From an optimization exercise on the open Yosys and OpenROAD flow, aimed at small area; shortcuts taken in it are not production practice.
Function was checked by simulation only, so behaviour that the tests miss may differ from the original.
The clock port is modelled as an ideal driver, which makes a skipped or thinned clock tree look cheaper than it is; a real chip needs a root buffer or a tree.
Power figures rest on the tool's default switching activity, not on a simulated workload.

==> job 5522 <==
Design CRC32, start of the top module:
module CRC32(rst_n, clk, sof, eof, data_v, data, full, err);
Settings: LEC_CHECK=0, CAP_MARGIN=20, CORE_MARGIN=2, CORE_UTILIZATION=40, SLEW_MARGIN=20; clock period 5.0 ns.
standard.sh (not shown) runs the stock make flow with config.mk's settings and CLKGATE_MAP_FILE= SYNTH_SCRIPT=/design/flow/synth_recipe.tcl, a recipe that flattens the netlist after the stock synthesis.
==> flow/flow/run.sh <==
#!/bin/bash
# Standard synthesis, then the hand-mapped netlist (flow/net.v, generated by gen/gen3.py) in its
# place when it holds the same flip-flops, then the standard layout with small port buffers and
# clock buffers placed by flow/pre_cts.tcl in place of the clock tree step.
set -uo pipefail
export CLKB_K=3 CLKB_CELL=sky130_fd_sc_hd__clkbuf_4
R=orfs/results/${FLOW_PLATFORM}/CRC32/base
bash standard.sh synth > synth.log 2>&1 || exit 1
cp $R/1_2_yosys.v std_1_2_yosys.v
if python3 flow/swap.py $R/1_2_yosys.v flow/net.v > swap.log 2>&1; then
  rm -f $R/1_synth.odb $R/1_synth.sdc
  bash standard.sh synth > synth_odb.log 2>&1 || exit 1
fi
bash standard.sh \
  PRE_CTS_TCL=$PWD/flow/pre_cts.tcl BUFFER_PORTS_ARGS="-buffer_cell sky130_fd_sc_hd__buf_1" \
  CTS_ARGS="-sink_clustering_enable -sink_clustering_size 20 -sink_clustering_max_diameter 500 -root_buf sky130_fd_sc_hd__clkbuf_4 -buf_list sky130_fd_sc_hd__clkbuf_4 -repair_clock_nets -dont_use_dummy_load" \
  finish > finish.log 2>&1 || exit 1
==> flow/flow/pre_cts.tcl <==
# Clock buffering in place of the clock tree step: the flip-flops are split by placement into
# CLKB_K groups (k-means on their positions); each group gets one clock buffer of type
# CLKB_CELL at its centre, driven straight from the clock port.
proc clock_tree_synthesis {args} {
  set K $::env(CLKB_K)
  set cellname $::env(CLKB_CELL)
  set db [ord::get_db]
  set block [ord::get_db_block]
  set clknet [$block findNet clk]
  set sinks {}
  foreach it [$clknet getITerms] {
    set inst [$it getInst]
    set bb [$inst getBBox]
    lappend sinks [list $it [expr {([$bb xMin] + [$bb xMax]) / 2.0}] [expr {([$bb yMin] + [$bb yMax]) / 2.0}]]
  }
  set n [llength $sinks]
  set sorted [lsort -real -index 1 $sinks]
  set cx {}; set cy {}
  for {set k 0} {$k < $K} {incr k} {
    set s [lindex $sorted [expr {int(($k + 0.5) * $n / $K)}]]
    lappend cx [lindex $s 1]; lappend cy [lindex $s 2]
  }
  for {set iter 0} {$iter < 50} {incr iter} {
    set assign {}
    foreach s $sinks {
      set best 0; set bd 1e30
      for {set k 0} {$k < $K} {incr k} {
        set d [expr {abs([lindex $s 1] - [lindex $cx $k]) + abs([lindex $s 2] - [lindex $cy $k])}]
        if {$d < $bd} { set bd $d; set best $k }
      }
      lappend assign $best
    }
    set nx {}; set ny {}
    for {set k 0} {$k < $K} {incr k} {
      set sx 0.0; set sy 0.0; set c 0
      foreach s $sinks a $assign { if {$a == $k} { set sx [expr {$sx + [lindex $s 1]}]; set sy [expr {$sy + [lindex $s 2]}]; incr c } }
      if {$c > 0} { lappend nx [expr {$sx / $c}]; lappend ny [expr {$sy / $c}] } else { lappend nx [lindex $cx $k]; lappend ny [lindex $cy $k] }
    }
    set cx $nx; set cy $ny
  }
  set master [$db findMaster $cellname]
  for {set k 0} {$k < $K} {incr k} {
    set inst [odb::dbInst_create $block $master "clkbuf_k$k"]
    set net [odb::dbNet_create $block "clknet_k$k"]
    $net setSigType CLOCK
    [$inst findITerm A] connect $clknet
    [$inst findITerm X] connect $net
    set c 0
    foreach s $sinks a $assign {
      if {$a == $k} { set it [lindex $s 0]; $it disconnect; $it connect $net; incr c }
    }
    $inst setLocation [expr {int([lindex $cx $k])}] [expr {int([lindex $cy $k])}]
    $inst setPlacementStatus PLACED
    puts "clock buffer $k ($cellname) drives $c flip-flops"
  }
}
Other scripts of this flow, unchanged in this note and not shown: flow/flow/net.v, flow/flow/swap.py
==> inputs of job 2649, as changes to job 5522 <==
--- a/flow/flow/run.sh
+++ b/flow/flow/run.sh
@@ -5,3 +5,3 @@
 set -uo pipefail
-export CLKB_K=3 CLKB_CELL=sky130_fd_sc_hd__clkbuf_4
+export CLKB_K=4 CLKB_CELL=sky130_fd_sc_hd__clkbuf_4
 R=orfs/results/${FLOW_PLATFORM}/CRC32/base
==> run summary <==
Run status: job 5522 finished clean; job 2649 finished clean
Met3 wire length: job 5522 110 microns; job 2649 128 microns
Worst slack on hold paths: job 5522 0.437 ns; job 2649 0.435 ns
Clock latency at the later pin of the worst-skew pair: job 5522 0.18 ns; job 2649 0.17 ns
Number of global-route vias before repair: job 5522 1315; job 2649 1309
Post-layout instance area: job 5522 1870 sq um; job 2649 1880 sq um
CP max stage delay: job 5522 0.51 ns; job 2649 0.50 ns
Met1 layer wirelength in the final routing: job 5522 1840 microns; job 2649 1860 microns
Met1 GRT Util: job 5522 22.2%; job 2649 22.1%
Share of cell area taken by flip-flops and latches: job 5522 40.9%; job 2649 40.7%
Combinational cell fraction of total power: job 5522 56.4%; job 2649 55.9%
Area growth syn-to-layout: job 5522 7.93%; job 2649 8.36%
R2R Setup Slk: job 5522 2.09 ns; job 2649 2.09 ns
Met3 Usage GRT: job 5522 1.59%; job 2649 1.73%
Static leakage: job 5522 0.816 nW; job 2649 0.820 nW
Global-route wire length before repair: job 5522 6370 microns; job 2649 6350 microns
Fraction of the cycle the final worst path needs: job 5522 58.2%; job 2649 58.2%
Vias per cell: job 5522 5.57; job 2649 5.64
Non-Filler Instances: job 5522 224; job 2649 225
Power of the sequential group: job 5522 0.469 mW; job 2649 0.471 mW
VDD IR max: job 5522 0.325 mV; job 2649 0.331 mV
Power attributed to the clock group: job 5522 0.0981 mW; job 2649 0.109 mW
Max_slew headroom: job 5522 50.0%; job 2649 49.5%
DRT iter0 DRCs: job 5522 65; job 2649 67
Sw frac: job 5522 42.6%; job 2649 42.3%
In every run of this note, the design's own scripts or RTL, not TritonCTS, make the clock network.

[re-timing with driven ports]
No port has a modelled driver above. Below, the same layouts with a new extraction and two added sets of constraints. Step 1, drivers: a clkbuf_16 drives clk and a buf_2 each remaining input, both assumed. Step 2 adds t to the input delays and takes it off the output delays; t is the mean of the earliest and latest rising clock arrival at the registers after step 1. Input paths then give back, and output paths get back, about the clock's delay inside the block. a / b / c = ideal / step 1 / step 2; a / b = the first two.
run | t, ns | setup slack, ns | latest minus earliest clock arrival (ns) | worst slew at a driven data input, ns | cell pins on the clock port's net
job 5522 | 0.214 | 2.092 / 2.092 / 2.092 | 0.009 / 0.009 | 0.03 | 3
job 2649 | 0.198 | 2.090 / 2.090 / 2.090 | 0.039 / 0.039 | 0.03 | 4
After both steps setup and hold are still met in every run listed.
